This is an optimization exercise on Yosys and OpenROAD, whose aim is small area and a short achievable clock period, not a production implementation.
In this exercise RTL edits were held to simulation tests only and were not proved equivalent to the original.

==> exp/umber: inputs <==
## gemm_arr
module gemm_arr #(
    parameter ROWS = 4,
    parameter COLS = 4,
    parameter N_ROWS = 2,  
    parameter N_COLS = 2,  
    parameter DATA_WIDTH = 16,
    parameter FLAG_WIDTH = 4
) (
    input i_clk,
    input i_rst,
    input i_valid,
    input [COLS*DATA_WIDTH-1:0] i_data_w,
    input [ROWS*DATA_WIDTH-1:0] i_data_x,
    input [N_COLS-1:0] i_addr,
    output [ROWS*DATA_WIDTH-1:0] o_data_acc,  
    output [ROWS*FLAG_WIDTH-1:0] o_data_flag
);
    wire [DATA_WIDTH-1:0] conn_w [ROWS*COLS-1:0]; 
    wire [DATA_WIDTH-1:0] conn_x [ROWS*COLS-1:0];
    wire [ROWS*DATA_WIDTH-1:0] conn_acc [COLS-1:0];  
    wire [ROWS*3-1:0] conn_flag [COLS-1:0];    
    genvar i;
    genvar j;
    generate
        for(i=0; i<ROWS; i=i+1) begin
            for(j=0; j<COLS; j=j+1) begin
                if(i==0 && j==0) begin
                    gemm_pe m_pe (
                        .i_clk(i_clk),
                        .i_rst(i_rst),
                        .i_valid(i_valid),
                        .i_data_x(i_data_x[ROWS*DATA_WIDTH-1:(ROWS-1)*DATA_WIDTH]),  
                        .i_data_w(i_data_w[COLS*DATA_WIDTH-1:(COLS-1)*DATA_WIDTH]),  
                        .o_data_x(conn_x[0]),
                        .o_data_w(conn_w[0]),
                        .o_data_acc(conn_acc[0][ROWS*DATA_WIDTH-1:(ROWS-1)*DATA_WIDTH]),  
                        .o_flag_acc(conn_flag[0][ROWS*3-1:(ROWS-1)*3])
                    );
                end
                else if(i==0) begin
                    gemm_pe m_pe (
                        .i_clk(i_clk),
                        .i_rst(i_rst),
                        .i_valid(i_valid),
                        .i_data_x(conn_x[j-1]),
                        .i_data_w(i_data_w[(COLS-j)*DATA_WIDTH-1:(COLS-1-j)*DATA_WIDTH]),   
                        .o_data_x(conn_x[j]),
                        .o_data_w(conn_w[j]),
                        .o_data_acc(conn_acc[j][ROWS*DATA_WIDTH-1:(ROWS-1)*DATA_WIDTH]),
                        .o_flag_acc(conn_flag[j][ROWS*3-1:(ROWS-1)*3])
                    );
                end
                else if(j==0) begin
                    gemm_pe m_pe (
                        .i_clk(i_clk),
                        .i_rst(i_rst),
  ...
==> module bf16_acc_norm, before the edit <==
module bf16_acc_norm (
    input         i_final,
    input         i_fz,
    input         i_sign,
    input         i_sub,
    input  [7:0]  i_base,
    input  [10:0] i_r,
    output [15:0] o_data,
    output [2:0]  o_flag
);
reg  [3:0]  lz;
always @(*) begin
    casez (i_r)
        11'b1??????????: lz = 4'd0;
        11'b01?????????: lz = 4'd1;
        11'b001????????: lz = 4'd2;
        11'b0001???????: lz = 4'd3;
        11'b00001??????: lz = 4'd4;
        11'b000001?????: lz = 4'd5;
        11'b0000001????: lz = 4'd6;
        11'b00000001???: lz = 4'd7;
        11'b000000001??: lz = 4'd8;
        11'b0000000001?: lz = 4'd9;
        default:         lz = 4'd10;
    endcase
end
wire [10:0] rs     = i_r << lz;
wire [6:0]  frac   = rs[9:3];
wire [7:0]  e      = i_base + 8'd2 - {4'd0, lz};    
wire        cancel = ~|i_r;
wire        inf    = ~i_sub & (&e);
wire        zero   = i_sub & (cancel | ~|e);
assign o_data = i_final ? {i_sign, i_base, i_r[6:0]} :
                inf     ? {i_sign, 8'hFF, 7'd0} :
                zero    ? {i_sign & ~cancel, 15'd0} :
                          {i_sign, e, frac};
assign o_flag = i_final ? i_r[9:7] :
                i_fz    ? 3'b100 :
                inf     ? 3'b010 :
                zero    ? 3'b100 : 3'b001;
endmodule
==> module gemm_arr, before the edit <==
module gemm_arr #(
    parameter ROWS = 4,
    parameter COLS = 4,
    parameter N_ROWS = 2,  
    parameter N_COLS = 2,  
    parameter DATA_WIDTH = 16,
    parameter FLAG_WIDTH = 4
) (
    input i_clk,
    input i_rst,
    input i_valid,
    input [COLS*DATA_WIDTH-1:0] i_data_w,
    input [ROWS*DATA_WIDTH-1:0] i_data_x,
    input [N_COLS-1:0] i_addr,
    output [ROWS*DATA_WIDTH-1:0] o_data_acc,  
    output [ROWS*FLAG_WIDTH-1:0] o_data_flag
);
    wire [DATA_WIDTH-1:0] conn_w [ROWS*COLS-1:0]; 
    wire [DATA_WIDTH-1:0] conn_x [ROWS*COLS-1:0];
    wire [ROWS*DATA_WIDTH-1:0] conn_acc [COLS-1:0];  
    wire [ROWS*3-1:0] conn_flag [COLS-1:0];    
    genvar i;
    genvar j;
    generate
        for(i=0; i<ROWS; i=i+1) begin
            for(j=0; j<COLS; j=j+1) begin
                if(i==0 && j==0) begin
                    gemm_pe m_pe (
                        .i_clk(i_clk),
                        .i_rst(i_rst),
                        .i_valid(i_valid),
                        .i_data_x(i_data_x[ROWS*DATA_WIDTH-1:(ROWS-1)*DATA_WIDTH]),  
                        .i_data_w(i_data_w[COLS*DATA_WIDTH-1:(COLS-1)*DATA_WIDTH]),  
                        .o_data_x(conn_x[0]),
                        .o_data_w(conn_w[0]),
                        .o_data_acc(conn_acc[0][ROWS*DATA_WIDTH-1:(ROWS-1)*DATA_WIDTH]),  
                        .o_flag_acc(conn_flag[0][ROWS*3-1:(ROWS-1)*3])
                    );
                end
                else if(i==0) begin
                    gemm_pe m_pe (
                        .i_clk(i_clk),
                        .i_rst(i_rst),
                        .i_valid(i_valid),
                        .i_data_x(conn_x[j-1]),
                        .i_data_w(i_data_w[(COLS-j)*DATA_WIDTH-1:(COLS-1-j)*DATA_WIDTH]),   
                        .o_data_x(conn_x[j]),
                        .o_data_w(conn_w[j]),
                        .o_data_acc(conn_acc[j][ROWS*DATA_WIDTH-1:(ROWS-1)*DATA_WIDTH]),
                        .o_flag_acc(conn_flag[j][ROWS*3-1:(ROWS-1)*3])
                    );
                end
                else if(j==0) begin
                    gemm_pe m_pe (
                        .i_clk(i_clk),
                        .i_rst(i_rst),
                        .i_valid(i_valid),
                        .i_data_x(i_data_x[(ROWS-i)*DATA_WIDTH-1:(ROWS-1-i)*DATA_WIDTH]),  
                        .i_data_w(conn_w[(i-1)*COLS]),
                        .o_data_x(conn_x[i*COLS]),
                        .o_data_w(conn_w[i*COLS]),
                        .o_data_acc(conn_acc[0][(ROWS-i)*DATA_WIDTH-1:(ROWS-1-i)*DATA_WIDTH]),
                        .o_flag_acc(conn_flag[0][(ROWS-i)*3-1:(ROWS-1-i)*3])
                    );
                end
                else begin
                    gemm_pe #(.FAST(0)) m_pe (
                        .i_clk(i_clk),
                        .i_rst(i_rst),
                        .i_valid(i_valid),
                        .i_data_x(conn_x[i*COLS+j-1]),
                        .i_data_w(conn_w[(i-1)*COLS+j]),
                        .o_data_x(conn_x[i*COLS+j]),
                        .o_data_w(conn_w[i*COLS+j]),
                        .o_data_acc(conn_acc[j][(ROWS-i)*DATA_WIDTH-1:(ROWS-1-i)*DATA_WIDTH]),
                        .o_flag_acc(conn_flag[j][(ROWS-i)*3-1:(ROWS-1-i)*3])
                    );
                end
            end
        end
    endgenerate
    assign o_data_acc = conn_acc[i_addr];
    wire [ROWS*3-1:0] sel_flag = conn_flag[i_addr];
    genvar r;
    generate
        for (r = 0; r < ROWS; r = r + 1) begin : g_flag
            wire [2:0] fc = sel_flag[r*3 +: 3];
            assign o_data_flag[r*FLAG_WIDTH +: FLAG_WIDTH] =
                {fc[1] & fc[0], fc[2], fc[1] & ~fc[0], fc[0] & ~fc[1]};
        end
    endgenerate
endmodule
export LEC_CHECK = 0
export CAP_MARGIN = 20
export CORE_MARGIN = 2
export CORE_UTILIZATION = 40
export SLEW_MARGIN = 20
create_clock -name core_clock -period 16.0 [get_ports {i_clk}]
standard.sh (not shown) runs the stock make flow with config.mk's settings and CLKGATE_MAP_FILE= SYNTH_SCRIPT=/design/flow/synth_recipe.tcl, a recipe that flattens the netlist after the stock synthesis.
==> flow/flow/run.sh <==
#!/bin/bash
set -euo pipefail
cd "$(dirname "${BASH_SOURCE[0]}")/.."
bash standard.sh SETUP_SLACK_MARGIN=7 finish > standard_flow.log 2>&1
==> inputs of exp/violet, as changes to exp/umber <==
--- a/flow/design.v
+++ b/flow/design.v
@@ -191,10 +191,14 @@
 end
 wire [10:0] rs     = i_r << lz;
 wire [6:0]  frac   = rs[9:3];
-wire [7:0]  e      = i_base + 8'd2 - {4'd0, lz};    
+wire [7:0]  b2     = i_base + 8'd2;
+wire [7:0]  b3     = i_base + 8'd3;
+wire [3:0]  b2_hm  = b2[7:4] - 4'd1;
+wire [4:0]  e_lo   = {1'b0, b2[3:0]} - {1'b0, lz};
+wire [7:0]  e      = {e_lo[4] ? b2_hm : b2[7:4], e_lo[3:0]};
 wire        cancel = ~|i_r;
-wire        inf    = ~i_sub & (&e);
-wire        zero   = i_sub & (cancel | ~|e);
+wire        inf    = ~i_sub & (b3[7:4] == 4'd0) & (b3[3:0] == lz);
+wire        zero   = i_sub & (cancel | ((b2[7:4] == 4'd0) & (b2[3:0] == lz)));
 assign o_data = i_final ? {i_sign, i_base, i_r[6:0]} :
                 inf     ? {i_sign, 8'hFF, 7'd0} :
                 zero    ? {i_sign & ~cancel, 15'd0} :
@@ -410,7 +414,7 @@
         for(i=0; i<ROWS; i=i+1) begin
             for(j=0; j<COLS; j=j+1) begin
                 if(i==0 && j==0) begin
-                    gemm_pe m_pe (
+                    gemm_pe #(.FAST(0)) m_pe (
                         .i_clk(i_clk),
                         .i_rst(i_rst),
                         .i_valid(i_valid),
@@ -423,7 +427,7 @@
                     );
                 end
                 else if(i==0) begin
-                    gemm_pe m_pe (
+                    gemm_pe #(.FAST(0)) m_pe (
                         .i_clk(i_clk),
                         .i_rst(i_rst),
                         .i_valid(i_valid),
@@ -436,7 +440,7 @@
                     );
                 end
                 else if(j==0) begin
-                    gemm_pe m_pe (
+                    gemm_pe #(.FAST(0)) m_pe (
                         .i_clk(i_clk),
                         .i_rst(i_rst),
                         .i_valid(i_valid),
==> flow/flow/run.sh (replaced) <==
#!/bin/bash
set -euo pipefail
cd "$(dirname "${BASH_SOURCE[0]}")/.."
bash standard.sh SETUP_SLACK_MARGIN=8 finish > standard_flow.log 2>&1
Settings changed: ABC_AREA from default to 1, CORE_UTILIZATION 40 to 55, PLACE_DENSITY from default to 0.7.
==> inputs of exp/sierra, as changes to exp/umber <==
--- a/flow/design.v
+++ b/flow/design.v
@@ -410,7 +410,7 @@
         for(i=0; i<ROWS; i=i+1) begin
             for(j=0; j<COLS; j=j+1) begin
                 if(i==0 && j==0) begin
-                    gemm_pe m_pe (
+                    gemm_pe #(.FAST(0)) m_pe (
                         .i_clk(i_clk),
                         .i_rst(i_rst),
                         .i_valid(i_valid),
@@ -423,7 +423,7 @@
                     );
                 end
                 else if(i==0) begin
-                    gemm_pe m_pe (
+                    gemm_pe #(.FAST(0)) m_pe (
                         .i_clk(i_clk),
                         .i_rst(i_rst),
                         .i_valid(i_valid),
@@ -436,7 +436,7 @@
                     );
                 end
                 else if(j==0) begin
-                    gemm_pe m_pe (
+                    gemm_pe #(.FAST(0)) m_pe (
                         .i_clk(i_clk),
                         .i_rst(i_rst),
                         .i_valid(i_valid),
==> flow/run.sh (new file) <==
#!/bin/bash
# synth_recipe.tcl (not shown) runs the flow's synth.tcl, then flattens the netlist and writes it again
# the make line also repeats each setting of config.mk as NAME=value (left out here)
make -C /OpenROAD-flow-scripts/flow DESIGN_CONFIG=/design/flow/config.mk WORK_HOME=/design/flow/orfs CLKGATE_MAP_FILE= SYNTH_SCRIPT=/design/flow/synth_recipe.tcl finish
Settings changed: SETUP_SLACK_MARGIN from default to 5.
removed: flow/flow/run.sh
removed: flow/standard.sh
==> impl_metrics.sql <==
INSERT INTO impl_metrics (metric_group, metric, value, unit) VALUES
('outcome', 'outcome', 'timing/DRC/antenna clean', ''),
('global_routing', 'first_global_vias', '126924', ''),
('logic_synthesis', 'yosys.cell_count.top_type', 'sky130_fd_sc_hd__nand2_1', ''),
('global_routing', 'met1_usage', '50.5', '%'),
('cells_and_area', 'num-multi-input-gates', '15513', ''),
('die', 'y_dimension_of_the_die', '484', 'um'),
('timing', 'min_period_over_period', '58.3', '%'),
('timing', 'worst_setup_skew_after_layout', '0.0375', 'ns'),
('logic_synthesis', 'synth_mux_area_share', '0.0633', '%'),
('logic_synthesis', 'synth-adder-area-share', '20.1', '%'),
('placed_design', 'place.detailed.hpwl', '363', 'mm'),
('global_routing', 'globalRouteMet3Util', '6.49', '%'),
('logic_synthesis', 'largest_cells_by_area_after_synthesis', 'sky130_fd_sc_hd__nand2_1 15%, sky130_fd_sc_hd__ha_1 10%, sky130_fd_sc_hd__fa_1 9.6%', ''),
('drt', 'wl', '480', 'mm'),
('clock_tree', 'cts_buffers', '101', ''),
('logic_synthesis', 'syn-num-nets', '22195', ''),
('cells_and_area', 'multi_input_area', '102000', 'um^2');
-- figures above: exp/violet

==> impl_metrics.sql <==
INSERT INTO impl_metrics (metric_group, metric, value, unit) VALUES
('outcome', 'outcome', 'timing/DRC/antenna clean', ''),
('logic_synthesis', 'synth-adder-area-share', '21.0', '%'),
('global_routing', 'globalRouteMet3Util', '3.80', '%'),
('global_routing', 'first_global_vias', '112448', ''),
('clock_tree', 'cts_buffers', '105', ''),
('cells_and_area', 'multi_input_area', '98700', 'um^2'),
('global_routing', 'met1_usage', '37.9', '%'),
('logic_synthesis', 'synth_mux_area_share', '5.60', '%'),
('die', 'y_dimension_of_the_die', '558', 'um'),
('logic_synthesis', 'largest_cells_by_area_after_synthesis', 'sky130_fd_sc_hd__ha_1 11%, sky130_fd_sc_hd__fa_1 9.9%, sky130_fd_sc_hd__dfxtp_1 9.5%', ''),
('placed_design', 'place.detailed.hpwl', '357', 'mm'),
('timing', 'worst_setup_skew_after_layout', '0.0464', 'ns'),
('cells_and_area', 'num-multi-input-gates', '13084', ''),
('logic_synthesis', 'syn-num-nets', '17897', ''),
('logic_synthesis', 'netlist-cell-type-count', '124', ''),
('logic_synthesis', 'yosys.cell_count.top_type', 'sky130_fd_sc_hd__nand2_1', ''),
('timing', 'min_period_over_period', '66.9', '%'),
('drt', 'wl', '450', 'mm');
-- figures above: exp/sierra

==> impl_metrics.sql <==
INSERT INTO impl_metrics (metric_group, metric, value, unit) VALUES
('placed_design', 'place.detailed.hpwl', '389', 'mm'),
('logic_synthesis', 'synth_mux_area_share', '5.84', '%'),
('cells_and_area', 'multi_input_area', '113000', 'um^2'),
('global_routing', 'met1_usage', '38.8', '%'),
('cells_and_area', 'num-multi-input-gates', '13816', ''),
('outcome', 'outcome', 'timing/DRC/antenna clean', ''),
('logic_synthesis', 'largest_cells_by_area_after_synthesis', 'sky130_fd_sc_hd__ha_1 11%, sky130_fd_sc_hd__fa_1 9.6%, sky130_fd_sc_hd__dfxtp_1 9.0%', ''),
('clock_tree', 'cts_buffers', '99', ''),
('global_routing', 'first_global_vias', '125344', ''),
('timing', 'worst_setup_skew_after_layout', '0.0422', 'ns'),
('logic_synthesis', 'synth-adder-area-share', '21.0', '%'),
('drt', 'wl', '507', 'mm');
-- figures above: exp/umber

[re-timing with driven ports]
How much do the figures lean on ideal ports? The routed layouts below were timed once more, with nothing changed but the port constraints. Step 1: set_driving_cell puts a clkbuf_16 on i_clk and a buf_2 on each other input, an assumption about the parent block. Step 2 also shifts input and output timing later by t, the mid clock arrival at the registers, as if the neighbouring blocks saw the same clock. Slacks: no drivers / after step 1 / after step 2; pairs: no drivers / after step 1.
run	t (ns)	setup slack, ns	worst setup path after step 2	worst register clock-pin slew, ns	cell pins on the clock port's net
exp/umber	0.855	6.356 / 6.403 / 5.548	input to register	0.07 / 0.07	1
exp/violet	0.862	6.677 / 6.729 / 5.867	input to register	0.07 / 0.07	1
exp/sierra	0.964	5.291 / 5.202 / 4.631	input to register	0.07 / 0.07	1
After both steps every run listed still meets setup and hold. For exp/violet, which loses most, drivers alone change the setup slack by +0.052 ns; drivers and shift together by -0.810 ns.
